What follows belongs to an exercise in optimizing a design on an open flow for small area; a production flow would make more cautious choices. In this exercise RTL edits were held to simulation tests only and were not proved equivalent to the original. The clock input has no modelled driver; a real chip could not lean on it and would need a root buffer or a full tree.

== the previous run ==
Design intercepte, start of the top module:
module intercepte
(
input clk50, reset,
input start, pause, fire,
input [NCHV-1:0] ChvCode,
output LEDGameOver,
output LEDPause1, LEDPause2,
output reg [SZGR-1:0] SR_GR,
output reg [SZRD-1:0] SR_RD,
output [6:0] DscM,
output [6:0] DscC,
output [6:0] DscD,
output [6:0] DscU,
output [6:0] DcrD,
output [6:0] DcrU
);
parameter SZRD = 18;
parameter SZGR = 8;
parameter NCHV = 8;
function [6:0] seg7;
	input [3:0] v;
	seg7 = {(~v[3] & ~v[2] & ~v[1]) | (v[2] & v[1] & v[0]),
	        (~v[2] & v[1]) | (~v[3] & ~v[2] & v[0]) | (v[1] & v[0]),
	        (v[2] & ~v[1]) | v[0],
	        (v[2] & ~v[1] & ~v[0]) | (~v[3] & ~v[2] & ~v[1] & v[0]) | (v[2] & v[1] & v[0]),
	        ~v[2] & v[1] & ~v[0],
	        (v[2] & v[1] & ~v[0]) | (v[2] & ~v[1] & v[0]),
	        (~v[3] & ~v[2] & ~v[1] & v[0]) | (v[2] & ~v[1] & ~v[0])};
endfunction
function [2:0] inc5;
	input [2:0] m;
	inc5 = {~((~m[2] & m[1]) | (~m[0])), (~m[1]) | (m[2] & m[0]), (~m[2])};
endfunction
function [2:0] dec5;
	input [2:0] m;
	dec5 = {(~m[0]), ~((m[1] & m[0])), (~m[1] & m[0]) | (m[2])};
endfunction
function is0;
	input [2:0] m;
	is0 = (~m[2] & ~m[0]);
endfunction
function is4;
	input [2:0] m;
	is4 = (m[1] & ~m[0]);
endfunction
function [6:0] seg7q;
	input h;
	input [2:0] m;
	seg7q = {(~h & ~m[2] & ~m[0]) | (~h & ~m[2] & m[1]) | (h & ~m[1] & m[0]),
	         ~((h & m[1]) | (~m[0])),
	         ~((~h & ~m[1]) | (h & m[1] & m[0])),
  ...
Size: ~480 cells after synthesis, roughly 90 flip-flops, roughly 84 I/O pins.
==> flow/config.mk <==
export PLATFORM = sky130hd
export DESIGN_NAME = intercepte
export DESIGN_NICKNAME = intercepte
export VERILOG_FILES = /design/flow/design.v
export SDC_FILE = /design/flow/constraint.sdc
export NUM_CORES = 4
export LEC_CHECK = 0
export CAP_MARGIN = 20
export CORE_MARGIN = 2
export CORE_UTILIZATION = 70
export PLACE_DENSITY = 0.8
export SLEW_MARGIN = 20
==> flow/constraint.sdc <==
create_clock -name core_clock -period 20.0 [get_ports {clk50}]
set_input_delay 4.0000 -clock core_clock [delete_from_list [all_inputs] [get_ports {clk50}]]
set_output_delay 4.0000 -clock core_clock [all_outputs]
set_load 0.01 [all_outputs]
standard.sh (not shown) runs the stock make flow with config.mk's settings and CLKGATE_MAP_FILE= SYNTH_SCRIPT=/design/flow/synth_recipe.tcl, a recipe that flattens the netlist after the stock synthesis.
==> flow/flow/run.sh <==
#!/bin/bash
# ORFS layout through the standard.sh, with:
#  - synthesis: ORFS's script without the full-adder extraction and with an area-oriented
#    ABC script (registers are untouched: same passes, flattening and names);
#  - the smallest buffer (buf_1) on the ports;
#  - a small two-level clock tree (clock_tree.tcl, in place of TritonCTS's tree).
set -euo pipefail
here=$(pwd)
export ADDER_MAP_FILE=
export AREA_ABC_SCRIPT=$here/flow/area.abc
export BUFFER_PORTS_ARGS="-buffer_cell sky130_fd_sc_hd__buf_1"
export PRE_CTS_TCL=$here/flow/clock_tree.tcl
bash standard.sh SYNTH_SCRIPT=$here/flow/synth.tcl synth > synth.log 2>&1
bash standard.sh SYNTH_SCRIPT=$here/flow/synth.tcl finish > layout.log 2>&1
Other scripts of this flow, unchanged in this note and not shown: flow/flow/area.abc, flow/flow/clock_tree.tcl, flow/flow/synth.tcl
The previous run did not stop at any stage, and its layout met the timing, DRC and antenna checks.
The inputs of the current run differ from those of the previous run as listed below.
-- flow/design.v --
<<< the previous run, line 286
wire       w_nz = ~is0(m0);
wire       w_c = h0 & w_nz;
wire [2:0] w_u = w_c ? inc5(m1) : m1;
wire       w_uh = h1 ^ (w_c & is4(m1));
wire [2:0] w_m1 = inc5(w_u);
wire       w_h1 = w_uh ^ is4(w_u);
always @(posedge clk50 or negedge reset)
	if (!reset)
>>> the current run, line 286
wire       w_nz = ~is0(m0);
wire       w_c = h0 & w_nz;
reg        w_h1;
reg  [2:0] w_m1;
always @(*)
	case ({w_c, h1, m1})
		5'b0_0_011: {w_h1, w_m1} = {1'b0, 3'b001};
		5'b0_0_001: {w_h1, w_m1} = {1'b0, 3'b111};
		5'b0_0_111: {w_h1, w_m1} = {1'b0, 3'b110};
		5'b0_0_110: {w_h1, w_m1} = {1'b1, 3'b000};
		5'b0_1_000: {w_h1, w_m1} = {1'b1, 3'b011};
		5'b0_1_011: {w_h1, w_m1} = {1'b1, 3'b001};
		5'b1_0_011: {w_h1, w_m1} = {1'b0, 3'b111};
		5'b1_0_001: {w_h1, w_m1} = {1'b0, 3'b110};
		5'b1_0_111: {w_h1, w_m1} = {1'b1, 3'b000};
		5'b1_0_110: {w_h1, w_m1} = {1'b1, 3'b011};
		5'b1_1_000: {w_h1, w_m1} = {1'b1, 3'b001};
		5'b1_1_011: {w_h1, w_m1} = {1'b1, 3'b111};
		default: {w_h1, w_m1} = {1'b0, 3'b000};
	endcase
always @(posedge clk50 or negedge reset)
	if (!reset)
## What came out
Between the previous run and the current run, the actual slew at the worst max-slew pin figures differ only marginally. Re sum of routed wire segments on met1: the current run is about 1.2% up on the previous run. The previous run vs the current run, cell at the slowest stage of the critical path: sky130_fd_sc_hd__nor2_1 vs sky130_fd_sc_hd__a2111oi_0. Sort the current run and the previous run by cell count after placement, descending, and the previous run comes first. Having completed the whole flow, the current run delivered a layout that passed the timing, DRC and antenna checks. The previous run → the current run: final critical path time including I/O delays and setup went down 0.71 ns, worst setup slack shows an increase of 0.71 ns.
In every run of this note, the design's own scripts or RTL, not TritonCTS, make the clock network.

static timing again, ports no longer ideal:
In the flow no input, the clock included, has a driving cell. The finished layouts below were timed again as built, in two steps.
Step 1: set_driving_cell puts a clkbuf_16 on clk50 and a buf_2 on each other input, an assumption about the parent block.
Step 2 also shifts input and output timing later by t, the mid clock arrival at the registers, as if the neighbouring blocks saw the same clock.
Three values: no drivers, after step 1, after step 2; two values: the first two.
run | shift t [ns] | setup slack, ns | worst setup path at the end | latest minus earliest clock arrival (ns) | worst data-port slew with drivers (ns)
the previous run | 0.425 | 12.971 / 12.946 / 13.371 | register to output | 0.011 / 0.012 | 0.04
the current run | 0.436 | 13.678 / 13.649 / 14.085 | register to output | 0.014 / 0.014 | 0.03
After both steps every run listed still meets setup and hold.
